Context: an optimization exercise on an open-source flow, tuned for small area. The choices shown serve that exercise and are no tape-out recipe. Only simulation tests tie the RTL to the original design; equivalence was not proved. Power figures rest on the tool's default switching activity, not on a simulated workload.

==> flow/design.v (excerpt) <==
module butterfly_full(
    input clk,
    input rstn,
    input CE,
    input [31:0] x0_re_i,
    input [31:0] x0_im_i,
    input [31:0] x1_re_i,
    input [31:0] x1_im_i,
    input [9:0] w_re_i,
    input [9:0] w_im_i,
    output reg [31:0] X0_re_o,
    output reg [31:0] X0_im_o,
    output reg [31:0] X1_re_o,
    output reg [31:0] X1_im_o
    );
function automatic [33:0] rca32;    
    input [31:0] a;
    input [31:0] b;
    input        cin;
    integer i;
    reg c;
    reg [31:0] s;
    reg c31;
    begin
        c = cin;
        c31 = 1'b0;
        for (i = 0; i < 32; i = i + 1) begin
            s[i] = a[i] ^ b[i] ^ c;
            if (i == 31) c31 = c;
            c = (a[i] & b[i]) | (c & (a[i] ^ b[i]));
        end
        rca32 = {c31, c, s};
    end
endfunction
reg [1:0] ph;
always @(posedge clk or negedge rstn) begin
    if (!rstn) ph <= 2'd0;
    else       ph <= ph + 2'd1;
end
wire [31:0] mx = ph[0] ? x1_im_i : x1_re_i;
wire [9:0]  mw = (ph[0] ^ ph[1]) ? w_im_i : w_re_i;
wire        flip = (ph == 2'd1);           
wire        w_m512 = (mw == 10'h200);      
wire [10:0] wb = {mw, 1'b0};
reg  [4:0]  b_neg, b_one, b_two;
integer k;
always @* begin
  ...
Settings: LEC_CHECK=0, ABC_AREA=1, CAP_MARGIN=20, CORE_MARGIN=2, CORE_UTILIZATION=72, CTS_BUF_LIST=sky130_fd_sc_hd__clkbuf_8, CTS_CLUSTER_DIAMETER=60, CTS_CLUSTER_SIZE=16, PLACE_DENSITY=0.86, SLEW_MARGIN=20; clock period 16.0 ns.
standard.sh (not shown) runs the stock make flow with config.mk's settings and CLKGATE_MAP_FILE= SYNTH_SCRIPT=/design/flow/synth_recipe.tcl, a recipe that flattens the netlist after the stock synthesis.
==> flow/flow/run.sh <==
#!/bin/bash
# The standard layout, with the smallest buffer cell for the port buffers.
set -euo pipefail
bash standard.sh BUFFER_PORTS_ARGS="-buffer_cell sky130_fd_sc_hd__buf_1" finish > standard_flow.log 2>&1
The starting point went through all stages and came out clean.
Edit:
ABC_AREA = default   (was 1)
CORE_UTILIZATION = 60   (was 72)
PLACE_DENSITY = 0.75   (was 0.86)
After rerunning:
- The changed run finished clean
- die area rose by 22%
- total power fell by about 6%
- worst setup slack degrades by 280 ps
- synthesized cell count fell by about 3.6%
- final area rose by 2.5%
- via count fell by about 8%
- hold slack improves by 8.6 ps
- cell count fell by about 0.8%
- core utilization fell by 14 points
- area after synthesis rose by about 2.6%
Edit:
CTS_BUF_LIST = sky130_fd_sc_hd__clkbuf_4   (was sky130_fd_sc_hd__clkbuf_8)
CTS_CLUSTER_DIAMETER = 40   (was 60)
CTS_CLUSTER_SIZE = 10   (was 16)
Result: Cell count came out higher by 0.97%. Wire length came out higher by 0.45%. Count of clock-buffer cells in the layout came out higher by 25. Global-route usage came out higher by 0.17 points. Via count came out higher by 0.46%. Maximum frequency came out higher by 0.79%. Final area came out higher by 0.61%. Setup slack improved by 120 ps.


Starting RTL as in the previous note.
export LEC_CHECK = 0
export CAP_MARGIN = 20
export CORE_MARGIN = 2
export CORE_UTILIZATION = 72
export CTS_BUF_LIST = sky130_fd_sc_hd__clkbuf_8
export CTS_CLUSTER_DIAMETER = 60
export CTS_CLUSTER_SIZE = 16
export PLACE_DENSITY = 0.86
export SLEW_MARGIN = 20
create_clock -name core_clock -period 16.0 [get_ports {clk}]
Scripts as last shown in full above: flow/flow/run.sh
The baseline finished with timing, DRC and antenna clean.
Then changed:
CAP_MARGIN = 0   (was 20)
CORE_UTILIZATION = 60   (was 72)
PLACE_DENSITY = 0.75   (was 0.86)
SLEW_MARGIN = 0   (was 20)
Result:
- The changed run went through all stages and came out clean
- final area increases slightly
- via count falls by a few percent
- clock-buffer cell count goes down by 4
- sequential power hardly moves
- first-iteration DRC count shrinks by about a fifth
- maximum frequency hardly moves
- sequential share of layout area decreases by 0.13 points
Then changed:
CAP_MARGIN = 20   (was 0)
GPL_ROUTABILITY_DRIVEN = 0   (was not set)
GPL_TIMING_DRIVEN = 0   (was not set)
SLEW_MARGIN = 20   (was 0)
Outcome: The new run passed the timing, DRC and antenna checks. Cell count is higher by 2.3%. Routed wire length is higher by 3.0%. Count of clock-buffer cells in the layout does not change. Total power is higher by 0.74%. Global-route usage is higher by 0.92 points.
Then changed:
ABC_AREA = 1   (was not set)
CORE_UTILIZATION = 80   (was 60)
GPL_ROUTABILITY_DRIVEN = not set   (was 0)
GPL_TIMING_DRIVEN = not set   (was 0)
PLACE_DENSITY = 0.92   (was 0.75)
Effect:
- The changed run died in global routing, error GRT-0116
- area after synthesis went down by 2.5%
- synthesized cell count grows by 3.7%

-- re-timing with driven ports --
No port has a modelled driver above. Below, the same layouts with a new extraction and two added sets of constraints. Step 1 (the two cells are an assumption about what drives the block):
set clk [get_ports {clk}]
set_driving_cell -lib_cell sky130_fd_sc_hd__clkbuf_16 $clk
set_driving_cell -lib_cell sky130_fd_sc_hd__buf_2 [delete_from_list [all_inputs] $clk]
Step 2 times the ports against the registers' clock, not the clock port: input delays grow and output delays shrink by t, the midpoint of the rising clock arrivals with the driver on. Three values: ideal ports, drivers, drivers and shift; two values: the first two.
run | t, ns | setup WS [ns] | worst setup path at the end | worst slew at a driven data input, ns | pins driven straight from the clock port
the first run of note 1 | 0.577 | 0.750 / 0.757 / 0.181 | input to register | 0.08 | 1
the second run of note 1 | 0.555 | 0.465 / 0.485 / -0.070 | input to register | 0.09 | 1
the third run of note 1 | 0.718 | 0.588 / 0.604 / -0.115 | input to register | 0.08 | 1
the first run of note 2 | 0.566 | 0.477 / 0.494 / -0.072 | input to register | 0.10 | 1
the second run of note 2 | 0.555 | 0.455 / 0.470 / -0.085 | input to register | 0.09 | 1
the third run of note 2 | 0.559 | 0.448 / 0.473 / -0.086 | input to register | 0.09 | 1
Met with ideal ports but missed after step 2: setup timing in 5 of these runs. For the third run of note 1, which loses most, drivers alone change the setup slack by +0.016 ns; drivers and shift together by -0.703 ns.
